What follows belongs to an exercise in optimizing a design on an open flow for small area, a short achievable clock period and few clock cycles per item; a production flow would make more cautious choices.
In this exercise RTL edits were held to simulation tests only and were not proved equivalent to the original.

Setup of T:
## multiplier
module multiplier(opA, opB, op_en, clk, rst, res, add, sub, done);
Size in the first run: about 1500 cells after synthesis, about 140 I/O pins.
==> flow/config.mk <==
export PLATFORM = sky130hd
export DESIGN_NAME = multiplier
export DESIGN_NICKNAME = multiplier
export VERILOG_FILES = /design/flow/design.v
export SDC_FILE = /design/flow/constraint.sdc
export NUM_CORES = 4
export LEC_CHECK = 0
export CAP_MARGIN = 20
export CORE_MARGIN = 2
export CORE_UTILIZATION = 60
export CTS_BUF_LIST = sky130_fd_sc_hd__clkbuf_4 sky130_fd_sc_hd__clkbuf_8
export CTS_CLUSTER_SIZE = 30
export PLACE_DENSITY = 0.7
export SETUP_SLACK_MARGIN = 5
export SLEW_MARGIN = 20
export TNS_END_PERCENT = 0
==> flow/constraint.sdc <==
create_clock -name core_clock -period 8.0 [get_ports {clk}]
set_input_delay 1.6000 -clock core_clock [delete_from_list [all_inputs] [get_ports {clk}]]
set_output_delay 1.6000 -clock core_clock [all_outputs]
set_load 0.01 [all_outputs]
run.sh (not shown) runs the stock make flow with config.mk's settings and CLKGATE_MAP_FILE= SYNTH_SCRIPT=/design/flow/synth_recipe.tcl, a recipe that flattens the netlist after the stock synthesis.
T did not stop at any stage, and its layout met the timing, DRC and antenna checks.
Testbench counts of T, summed over its fixed seeds: cycles 4,819, ops 1,600.
Inputs modified between T and Q:
# T
export LEC_CHECK = 0
export CAP_MARGIN = 20
export CORE_MARGIN = 2
export CORE_UTILIZATION = 60
export CTS_BUF_LIST = sky130_fd_sc_hd__clkbuf_4 sky130_fd_sc_hd__clkbuf_8
export CTS_CLUSTER_SIZE = 30
export PLACE_DENSITY = 0.7
export SETUP_SLACK_MARGIN = 5
export SLEW_MARGIN = 20
export TNS_END_PERCENT = 0
create_clock -name core_clock -period 8.0 [get_ports {clk}]
# Q
export LEC_CHECK = 0
export CAP_MARGIN = 20
export CORE_MARGIN = 2
export CORE_UTILIZATION = 50
export PLACE_DENSITY = 0.65
export SETUP_SLACK_MARGIN = 5
export SLEW_MARGIN = 20
export TNS_END_PERCENT = 0
create_clock -name core_clock -period 8.0 [get_ports {clk}]
==> summary.txt <==
T → Q: buffer count from post-CTS setup fixing saw a decrease; clock period minus final worst setup slack moved down; worst slack on hold paths up 7.0 ps.


Another version of the RTL of multiplier (not shown whole).
Size in the first run: about 1600 cells after synthesis, roughly 140 I/O pins, ~15000 um2 of cells after synthesis.
## multiplier
module multiplier(opA, opB, op_en, clk, rst, res, add, sub, done);
    input [31:0] opA, opB;
    input op_en, clk, rst;
    output [63:0] res;
    output reg [4:0] add, sub;
    output reg done;
    reg [31:0] X, Y;                  
    reg [1:0] cnt;                    
    reg [3:0] neg, one, two;          
    reg [63:0] r;                     
    reg first;                        
    reg cp;                           
    wire fA1 = (&opA[31:7] | ~|opA[31:7]);
    wire fA2 = (&opA[31:15] | ~|opA[31:15]);
    wire fA3 = (&opA[31:23] | ~|opA[31:23]);
    wire fB1 = (&opB[31:7] | ~|opB[31:7]);
    wire fB2 = (&opB[31:15] | ~|opB[31:15]);
    wire fB3 = (&opB[31:23] | ~|opB[31:23]);
    wire sw = (fA1 & ~fB1) | (fA2 & ~fB2) | (fA3 & ~fB3);
    wire fM1 = fA1 | fB1;
    wire fM2 = fA2 | fB2;
    wire fM3 = fA3 | fB3;
    reg [1:0] start;
    reg [8:0] wA, wB;
    always @(*) begin
        start = 2'd0;
        wA = {opA[7], opA[6], opA[5], opA[4], opA[3], opA[2], opA[1], opA[0], 1'b0};
        wB = {opB[7], opB[6], opB[5], opB[4], opB[3], opB[2], opB[1], opB[0], 1'b0};
        if (!fM1) begin start = 2'd1; wA = {opA[15], opA[14], opA[13], opA[12], opA[11], opA[10], opA[9], opA[8], opA[7]}; wB = {opB[15], opB[14], opB[13], opB[12], opB[11], opB[10], opB[9], opB[8], opB[7]}; end
        if (!fM2) begin start = 2'd2; wA = {opA[23], opA[22], opA[21], opA[20], opA[19], opA[18], opA[17], opA[16], opA[15]}; wB = {opB[23], opB[22], opB[21], opB[20], opB[19], opB[18], opB[17], opB[16], opB[15]}; end
  ...
make LEC_CHECK=0 CAP_MARGIN=20 CORE_MARGIN=2 CORE_UTILIZATION=70 CTS_CLUSTER_SIZE=30 PLACE_DENSITY=0.8 SETUP_SLACK_MARGIN=5 SLEW_MARGIN=20 TNS_END_PERCENT=0 finish   # period 8.0 ns
Testbench counts at the start, summed over its fixed seeds: cycles 4,819, ops 1,600.
Rerun with:
CORE_UTILIZATION = 50   (was 70)
CTS_CLUSTER_SIZE = default   (was 30)
PLACE_DENSITY = 0.65   (was 0.8)
Count of clock-buffer cells in the layout decreases by 1.
Worst setup slack gains 210 ps.
Worst hold slack is worse by 8.2 ps.
Rerun with:
CORE_UTILIZATION = 55   (was 50)
CTS_CLUSTER_SIZE = 30   (was default)
PLACE_DENSITY = 0.7   (was 0.65)
SETUP_SLACK_MARGIN = 4.5   (was 5)
Outcome: The changed run ran to the end with no violations; flip-flop and latch count does not change; setup slack got worse by 24 ps; routed wire length grows by 0.64%; cell area falls by 1.3%; area after synthesis does not change; clock skew rises by 9.0 ps; via count rises by 1.3%; fmax went down by 0.47%; sequential share of layout area is higher by 0.35 points.
Rerun with:
CORE_UTILIZATION = 60   (was 55)
SETUP_SLACK_MARGIN = 3.5   (was 4.5)
After rerunning: Synthesized area is unchanged. Design area hardly moves. Global-route usage goes up by 3.2 points.

-- afterwards: timing with drivers on the ports --
How much do the figures lean on ideal ports? The routed layouts below were timed once more, with nothing changed but the port constraints.
Step 1 assumes that a clkbuf_16 drives the clock port and a buf_2 every other input.
Step 2, shift: input delay + t, output delay - t, t = (earliest + latest rising clock arrival at the registers) / 2. This alone moves slack from input paths to output paths.
Slacks: ideal / step 1 / step 2; pairs: ideal / step 1.
run	t (ns)	setup slack, ns	worst hold slack (ns)	clock arrival spread, ns	slew at the worst register clock pin (ns)
T	0.502	2.861 / 2.886 / 2.384	0.512 / 0.512 / 0.512	0.035 / 0.034	0.12 / 0.12
Q	0.485	2.901 / 2.898 / 2.447	0.519 / 0.519 / 0.519	0.019 / 0.019	0.07 / 0.07
the first run of note 2	0.483	2.782 / 2.782 / 2.489	0.530 / 0.530 / 0.530	0.012 / 0.012	0.07 / 0.07
the second run of note 2	0.483	2.988 / 3.010 / 2.526	0.521 / 0.521 / 0.521	0.008 / 0.009	0.07 / 0.07
the third run of note 2	0.477	2.965 / 2.983 / 2.505	0.521 / 0.521 / 0.521	0.017 / 0.017	0.07 / 0.07
the fourth run of note 2	0.482	3.000 / 3.024 / 2.542	0.535 / 0.535 / 0.535	0.012 / 0.011	0.07 / 0.07
After both steps setup and hold are still met in every run listed. The setup slack of T, which loses most, moves by +0.025 ns with the drivers and by -0.477 ns with both steps.
